This is an optimization exercise on Yosys and OpenROAD, whose aim is small area and a short achievable clock period, not a production implementation. At most, simulation tests tie the RTL to the original design; equivalence was not proved. The flow treats the clock pin as an ideal source. Dropping or thinning the clock tree relies on that and would not hold on a real chip. Power is estimated from default activity; no workload was simulated.

== JK ==
// MBF
module MBF(clk, reset, x_valid, x_in, y_valid, z_valid, y, z);
input          clk;
input          reset;
input          x_valid;
input   [7:0]  x_in;
output         y_valid;
output         z_valid;
output  [7:0]  y;
output  [7:0]  z;
reg  [7:0] x0;           
reg        sh, nsh;      
reg        hd, nhd;      
always @(posedge clk) begin
    x0  <= x_in ^ 8'h7f;
    sh  <= x_valid & ~reset;
    nsh <= ~(x_valid & ~reset);
    hd  <= ~x_valid & ~reset;
    nhd <= ~(~x_valid & ~reset);
end
reg  [7:0] d0;
wire [7:0] d0_n;
reg  [7:0] d1;
wire [7:0] d1_n;
reg  [7:0] d2;
wire [7:0] d2_n;
reg  [7:0] d3;
wire [7:0] d3_n;
reg  [7:0] d4;
wire [7:0] d4_n;
reg  [7:0] d5;
wire [7:0] d5_n;
reg  [7:0] d6;
wire [7:0] d6_n;
reg  [7:0] d7;
wire [7:0] d7_n;
reg  [7:0] d8;
wire [7:0] d8_n;
reg  [7:0] d9;
wire [7:0] d9_n;
reg  [7:0] d10;
wire [7:0] d10_n;
reg  [7:0] d11;
wire [7:0] d11_n;
reg  [7:0] d12;
wire [7:0] d12_n;
reg  [7:0] d13;
wire [7:0] d13_n;
reg  [7:0] d14;
wire [7:0] d14_n;
MBF_dl_o22a u_d0_0 (x0[0], d0[0], nsh, nhd, d0_n[0]);
MBF_dl_o22a u_d0_1 (x0[1], d0[1], nsh, nhd, d0_n[1]);
MBF_dl_o22a u_d0_2 (x0[2], d0[2], nsh, nhd, d0_n[2]);
MBF_dl_o22a u_d0_3 (x0[3], d0[3], nsh, nhd, d0_n[3]);
  ...
Settings: LEC_CHECK=0, CAP_MARGIN=20, CORE_MARGIN=2, CORE_UTILIZATION=65, SLEW_MARGIN=20, SYNTH_HIERARCHICAL=1; clock period 12.0 ns.
standard.sh (not shown) runs the stock make flow with config.mk's settings and CLKGATE_MAP_FILE= SYNTH_SCRIPT=/design/flow/synth_recipe.tcl, a recipe that flattens the netlist after the stock synthesis.
==> flow/flow/run.sh <==
#!/bin/bash
set -e
here=$(cd "$(dirname "$0")" && pwd)
export BUFFER_PORTS_ARGS="-buffer_cell sky130_fd_sc_hd__buf_2"
export POST_SYNTH_TCL="$here/post_synth.tcl"
export CTS_ARGS="-sink_clustering_enable -repair_clock_nets -dont_use_dummy_load -sink_clustering_size 32 -sink_clustering_max_diameter 100 -sink_clustering_buffer sky130_fd_sc_hd__clkbuf_16"
export POST_CTS_TCL="$here/post_cts.tcl"
bash standard.sh > standard.log 2>&1
==> flow/flow/post_cts.tcl <==
set block [ord::get_db_block]
foreach inst [$block getInsts] {
  if {[$inst getName] ne "clkbuf_0_clk"} { continue }
  set in_net [[$inst findITerm A] getNet]
  set out_net [[$inst findITerm X] getNet]
  set loads {}
  foreach it [$out_net getITerms] {
    if {[$it getInst] ne $inst} { lappend loads $it }
  }
  if {[llength $loads] > 4} {
    puts "post_cts: root buffer drives [llength $loads] loads, kept"
    break
  }
  foreach it $loads {
    $it disconnect
    $it connect $in_net
  }
  [$inst findITerm A] disconnect
  [$inst findITerm X] disconnect
  odb::dbInst_destroy $inst
  odb::dbNet_destroy $out_net
  puts "post_cts: removed root buffer, clock port drives [llength $loads] buffers"
}
estimate_parasitics -placement
report_clock_min_period
==> flow/flow/post_synth.tcl <==
# The delay line's polarity-flipping next-state cells come out of ABC at drive
# strength 2; they drive one flip-flop each and are far from critical.
foreach inst [get_cells *] {
  set m [get_property $inst ref_name]
  if {$m eq "sky130_fd_sc_hd__o2bb2ai_2"} {
    replace_cell $inst sky130_fd_sc_hd__o2bb2ai_1
  } elseif {$m eq "sky130_fd_sc_hd__a2bb2oi_2"} {
    replace_cell $inst sky130_fd_sc_hd__a2bb2oi_1
  }
}
## Diff of input files: MS against JK
--- a/flow/design.v
+++ b/flow/design.v
@@ -4,24 +4,24 @@
 input          reset;
 input          x_valid;
 input   [7:0]  x_in;
 output         y_valid;
 output         z_valid;
 output  [7:0]  y;
 output  [7:0]  z;
 reg  [7:0] x0;           
-reg        sh, nsh;      
-reg        hd, nhd;      
+reg        sh;           
+reg        hd;           
+wire       nsh = ~sh;
+wire       nhd = ~hd;
 always @(posedge clk) begin
     x0  <= x_in ^ 8'h7f;
     sh  <= x_valid & ~reset;
-    nsh <= ~(x_valid & ~reset);
     hd  <= ~x_valid & ~reset;
-    nhd <= ~(~x_valid & ~reset);
 end
 reg  [7:0] d0;
 wire [7:0] d0_n;
 reg  [7:0] d1;
 wire [7:0] d1_n;
 reg  [7:0] d2;
 wire [7:0] d2_n;
 reg  [7:0] d3;
### Flow results
MS and JK ended up with nearly the same combinational group share of total power.
Compare MS and JK | sequential share of cell area higher: JK
Post-placement setup slack on MS is ahead of JK.
The higher overall power after layout of MS and JK is in JK.
In MS, the CTS clock-pin slew for the worst setup and hold paths came out 30 ps above the value in JK.
When MS is measured against JK, its switching share of total power turns out 0.16 points higher.
Per the comparison of MS with JK, global routing usage on met2 rose 7.3 points, worst setup slack fell 19 ps, fraction of the cycle the final worst path needs rose 0.16 points.
Function not checked in MS: the RTL went through the layout flow alone.

==> afterwards: timing with drivers on the ports <==
How much do the figures lean on ideal ports? The routed layouts below were timed once more, with nothing changed but the port constraints.
Step 1, drivers: a clkbuf_16 drives clk and a buf_2 each remaining input, both assumed.
Step 2 also shifts input and output timing later by t, the mid clock arrival at the registers, as if the neighbouring blocks saw the same clock.
Slacks: ideal ports / drivers / drivers and shift; pairs: ideal ports / drivers.
run	shift t [ns]	setup slack, ns	clock arrival spread, ns	worst data-port slew with drivers (ns)
JK	0.381	8.820 / 8.763 / 8.940	0.043 / 0.042	0.03
MS	0.378	8.801 / 8.743 / 8.995	0.057 / 0.057	0.03
After both steps setup and hold are still met in every run listed.
